Background: an optimization exercise with open tools, aiming at small area and a short achievable clock period. Do not read the settings as production practice.
Function was checked by simulation only, so behaviour that the tests miss may differ from the original.
Power is estimated from default activity; no workload was simulated.

## NineCoreProcessor
module NineCoreProcessor(
    input clk,
    input reset,
    input [3:0] core_id,
    input [7:0] instruction,
    input [7:0] operand1,
    input [7:0] operand2,
    output reg [7:0] result
);
Size: about 5700 cells after synthesis, roughly 110000 sq um of cells after synthesis.
==> flow/config.mk <==
export PLATFORM = sky130hd
export DESIGN_NAME = NineCoreProcessor
export DESIGN_NICKNAME = NineCoreProcessor
export VERILOG_FILES = /design/flow/design.v
export SDC_FILE = /design/flow/constraint.sdc
export NUM_CORES = 4
export LEC_CHECK = 0
export CAP_MARGIN = 20
export CORE_MARGIN = 2
export CORE_UTILIZATION = 50
export CTS_BUF_LIST = sky130_fd_sc_hd__clkbuf_4 sky130_fd_sc_hd__clkbuf_8
export SLEW_MARGIN = 20
==> flow/constraint.sdc <==
create_clock -name core_clock -period 17.0 [get_ports {clk}]
set_input_delay 3.4000 -clock core_clock [delete_from_list [all_inputs] [get_ports {clk}]]
set_output_delay 3.4000 -clock core_clock [all_outputs]
set_load 0.01 [all_outputs]
standard.sh (not shown) runs the stock make flow with config.mk's settings and CLKGATE_MAP_FILE= SYNTH_SCRIPT=/design/flow/synth_recipe.tcl, a recipe that flattens the netlist after the stock synthesis.
==> flow/flow/run.sh <==
#!/bin/bash
# Own layout flow:
#  1. the standard synthesis (standard.sh synth), unchanged;
#  2. its combinational logic re-mapped by ABC with the full and half adder
#     cells broken up again (flow/resynth.sh), so that ABC can optimise across
#     them; every flip-flop instance is kept as it is (name, cell, pins);
set -euo pipefail
MARGIN=$(cat flow/margin.txt)
R=orfs/results/sky130hd/NineCoreProcessor/base
bash standard.sh synth > standard_synth.log 2>&1
cp $R/1_2_yosys.v $R/1_2_yosys_standard.v
bash flow/resynth.sh $R/1_2_yosys_standard.v $R/1_2_yosys.v resynth_yosys.log 17
rm -f $R/1_synth.odb $R/1_synth.sdc
bash standard.sh synth > standard_synth_odb.log 2>&1
bash standard.sh SETUP_SLACK_MARGIN=$MARGIN finish > standard_flow.log 2>&1
==> flow/flow/margin.txt <==
12
Other scripts of this flow, unchanged in this note and not shown: flow/flow/abc.constr, flow/flow/dontuse.txt, flow/flow/libfuncs.py, flow/flow/resynth.sh
Change:
==> flow/flow/margin.txt (replaced) <==
12.5
Settings changed: CORE_UTILIZATION 50 to 65, CTS_BUF_LIST sky130_fd_sc_hd__clkbuf_4 sky130_fd_sc_hd__clkbuf_8 to sky130_fd_sc_hd__clkbuf_8, CTS_CLUSTER_DIAMETER set to 60, CTS_CLUSTER_SIZE set to 16.
Effect:
- power goes down by about 16%
- register-to-register slack degrades by 0.03 ns
- setup slack loses 0.030 ns
Change:
Settings changed: CORE_UTILIZATION 65 to 70.
The new run finished with timing, DRC and antenna clean.
Design area came out higher by about 0.4%.
Sequential power hardly moves.
Area after synthesis stays the same.
First-iteration DRC count went up by about 2.4%.
Via count went up by 2.4%.
Sequential share of layout area fell by 0.24 points.
Cell count is lower by 0.92%.
Global-route usage increases by 2.2 points.
Non-clock buffer count is higher by 64.
Clock-buffer cell count is unchanged.

== run 1 ==
NineCoreProcessor again, from the RTL that the note above started with.
Settings: LEC_CHECK=0, CAP_MARGIN=20, CORE_MARGIN=2, CORE_UTILIZATION=58, CTS_BUF_LIST=sky130_fd_sc_hd__clkbuf_8, CTS_CLUSTER_DIAMETER=60, CTS_CLUSTER_SIZE=16, SLEW_MARGIN=20; clock period 17.0 ns.
==> flow/flow/margin.txt <==
12
Scripts as last shown in full above: flow/flow/run.sh
Other scripts of this flow, unchanged in this note and not shown: flow/flow/abc.constr, flow/flow/dontuse.txt, flow/flow/libfuncs.py, flow/flow/resynth.sh
The following lists how run 2 was set up differently from run 1:
--- a/flow/config.mk
+++ b/flow/config.mk
@@ -10 +10 @@
-export CORE_UTILIZATION = 58
+export CORE_UTILIZATION = 65
Notes after the runs:
- Compared with run 1, run 2 ends up with a smaller final cell area.
- Run 2 reached the end of the flow, and the finished layout is clean on the timing, DRC and antenna checks.
- Looking at critical path start-end classification, the reg -> reg result is from run 2; the in -> reg one comes from run 1.
- Wire length reported by the detailed router in run 2 is about 3.3% lower than in run 1
- Sort run 2 and run 1 by final standard cell utilization of the core, descending, and run 2 comes first.
- Run 1 → run 2: overall global routing resource usage rose 3.0 points, number of nets with antenna violations after routing about even, insertion delay to the later sink of the worst-skew pair fell 0.02 ns.
The following lists how run 3 was set up differently from run 2:
==> flow/flow/margin.txt <==
11
--- a/flow/config.mk
+++ b/flow/config.mk
@@ -10,4 +10,2 @@
-export CORE_UTILIZATION = 65
-export CTS_BUF_LIST = sky130_fd_sc_hd__clkbuf_8
-export CTS_CLUSTER_DIAMETER = 60
-export CTS_CLUSTER_SIZE = 16
+export CORE_UTILIZATION = 50
+export CTS_BUF_LIST = sky130_fd_sc_hd__clkbuf_4 sky130_fd_sc_hd__clkbuf_8
Findings:
Going from run 2 to run 3, met3 track demand over resource in global routing dropped 0.48 points; number of DRC violations after detailed-routing iteration 0 dropped 972. The final cell count without fillers in run 3 is 1.12 times that in run 2. Power (run 2 / run 3): 0.861. Compared with run 2, run 3 shows a clock buffer instance count of the final layout that is 200% higher. Run 2 -> run 3: full die area increased by more than a quarter. On final setup slack of the worst path: run 3 sits below run 2. A last element of the critical path of result[1] is what run 3 shows, while md[6] belongs to run 2.

build 16:
NineCoreProcessor again, from the RTL that the note above started with.
Settings: LEC_CHECK=0, CAP_MARGIN=20, CORE_MARGIN=2, CORE_UTILIZATION=58, CTS_BUF_LIST=sky130_fd_sc_hd__clkbuf_4 sky130_fd_sc_hd__clkbuf_8, SLEW_MARGIN=20; clock period 17.0 ns.
==> flow/flow/margin.txt <==
12
Scripts as last shown in full above: flow/flow/run.sh
Other scripts of this flow, unchanged in this note and not shown: flow/flow/abc.constr, flow/flow/dontuse.txt, flow/flow/libfuncs.py, flow/flow/resynth.sh
The flow did not stop early for build 16: all stages ran, and the layout cleared the timing, DRC and antenna checks.
Inputs modified between build 16 and build 22:
==> flow/flow/margin.txt <==
13
-- flow/config.mk --
<<< build 16, line 8
export CAP_MARGIN = 20
export CORE_MARGIN = 2
export CORE_UTILIZATION = 58
export CTS_BUF_LIST = sky130_fd_sc_hd__clkbuf_4 sky130_fd_sc_hd__clkbuf_8
export SLEW_MARGIN = 20
>>> build 22, line 8
export CAP_MARGIN = 20
export CORE_MARGIN = 2
export CORE_UTILIZATION = 50
export CTS_BUF_LIST = sky130_fd_sc_hd__clkbuf_4 sky130_fd_sc_hd__clkbuf_8
export SLEW_MARGIN = 20
export TNS_END_PERCENT = 10
==> results.txt <==
Compared with build 16, build 22 shows a total power that is 1.5% higher. Every run (build 16 and build 22) finished clean. [compare] base=build 16 new=build 22: via count of the first global-routing pass higher; final worst hold slack dropped 0.0055 ns. Switching power of the nets ended up 0.000095 W higher on build 22 than on build 16. From build 16 to build 22 the numbers moved as follows: cell-internal power climbed 0.00012 W, post-route met1 wirelength climbed about 5%.
The following lists how build 89 was set up differently from build 22:
==> flow/flow/margin.txt <==
12
-- flow/config.mk --
<<< build 22, line 8
export CAP_MARGIN = 20
export CORE_MARGIN = 2
export CORE_UTILIZATION = 50
export CTS_BUF_LIST = sky130_fd_sc_hd__clkbuf_4 sky130_fd_sc_hd__clkbuf_8
export SLEW_MARGIN = 20
export TNS_END_PERCENT = 10
>>> build 89, line 8
export CAP_MARGIN = 20
export CORE_MARGIN = 2
export CORE_UTILIZATION = 58
export CTS_BUF_LIST = sky130_fd_sc_hd__clkbuf_8 sky130_fd_sc_hd__clkbuf_16
export CTS_CLUSTER_DIAMETER = 60
export CTS_CLUSTER_SIZE = 14
export SLEW_MARGIN = 20
- The met2 usage in build 89 was higher than what build 22 gave.
- Build 89 vs build 22 — total wire length dropped 4.0%.
- Build 89 vs build 22: routed via count divided by cell count up by a little under 10%
- Row critical path buffer and inverter count: build 89 lower / build 22 higher
- Build 89 vs. build 22: non-filler instance count after layout now smaller, upper clock frequency limit saw an increase, pin count of the biggest net entering global routing has increased, area used by sequential logic in the layout has remained practically unchanged.
- Of build 89 and build 22, it is build 89 that has the higher buffer share of cell area.

## separate check: timing with driven ports
In the flow no input, the clock included, has a driving cell. The finished layouts below were timed again as built, in two steps. Step 1: set_driving_cell puts a clkbuf_16 on clk and a buf_2 on each other input, an assumption about the parent block. Step 2 times the ports against the registers' clock, not the clock port: input delays grow and output delays shrink by t, the midpoint of the rising clock arrivals with the driver on. Three values: ideal ports, drivers, drivers and shift; two values: the first two.
| run | t (ns) | slack for setup (ns) | worst hold slack (ns) | worst data-port slew with drivers (ns) |
|---|---|---|---|---|
| the first run of note 1 | 1.131 | 11.437 / 11.444 / 10.349 | 0.364 / 0.364 / 0.364 | 0.22 |
| the second run of note 1 | 1.075 | 11.407 / 11.407 / 10.516 | 0.374 / 0.374 / 0.374 | 0.20 |
| the third run of note 1 | 1.053 | 11.374 / 11.374 / 10.514 | 0.367 / 0.367 / 0.367 | 0.19 |
| run 1 | 1.042 | 11.416 / 11.440 / 10.398 | 0.372 / 0.372 / 0.372 | 0.14 |
| run 2 | 1.042 | 11.380 / 11.380 / 10.449 | 0.370 / 0.370 / 0.370 | 0.22 |
| run 3 | 1.126 | 10.960 / 11.021 / 9.895 | 0.356 / 0.356 / 0.356 | 0.04 |
| build 16 | 1.141 | 11.508 / 11.508 / 10.428 | 0.367 / 0.367 / 0.367 | 0.14 |
| build 22 | 1.124 | 11.437 / 11.440 / 10.351 | 0.361 / 0.361 / 0.361 | 0.08 |
| build 89 | 0.932 | 11.462 / 11.469 / 10.578 | 0.367 / 0.367 / 0.367 | 0.14 |
After both steps setup and hold are still met in every run listed. For the first run of note 1, which loses most, drivers alone change the setup slack by +0.007 ns; drivers and shift together by -1.088 ns.
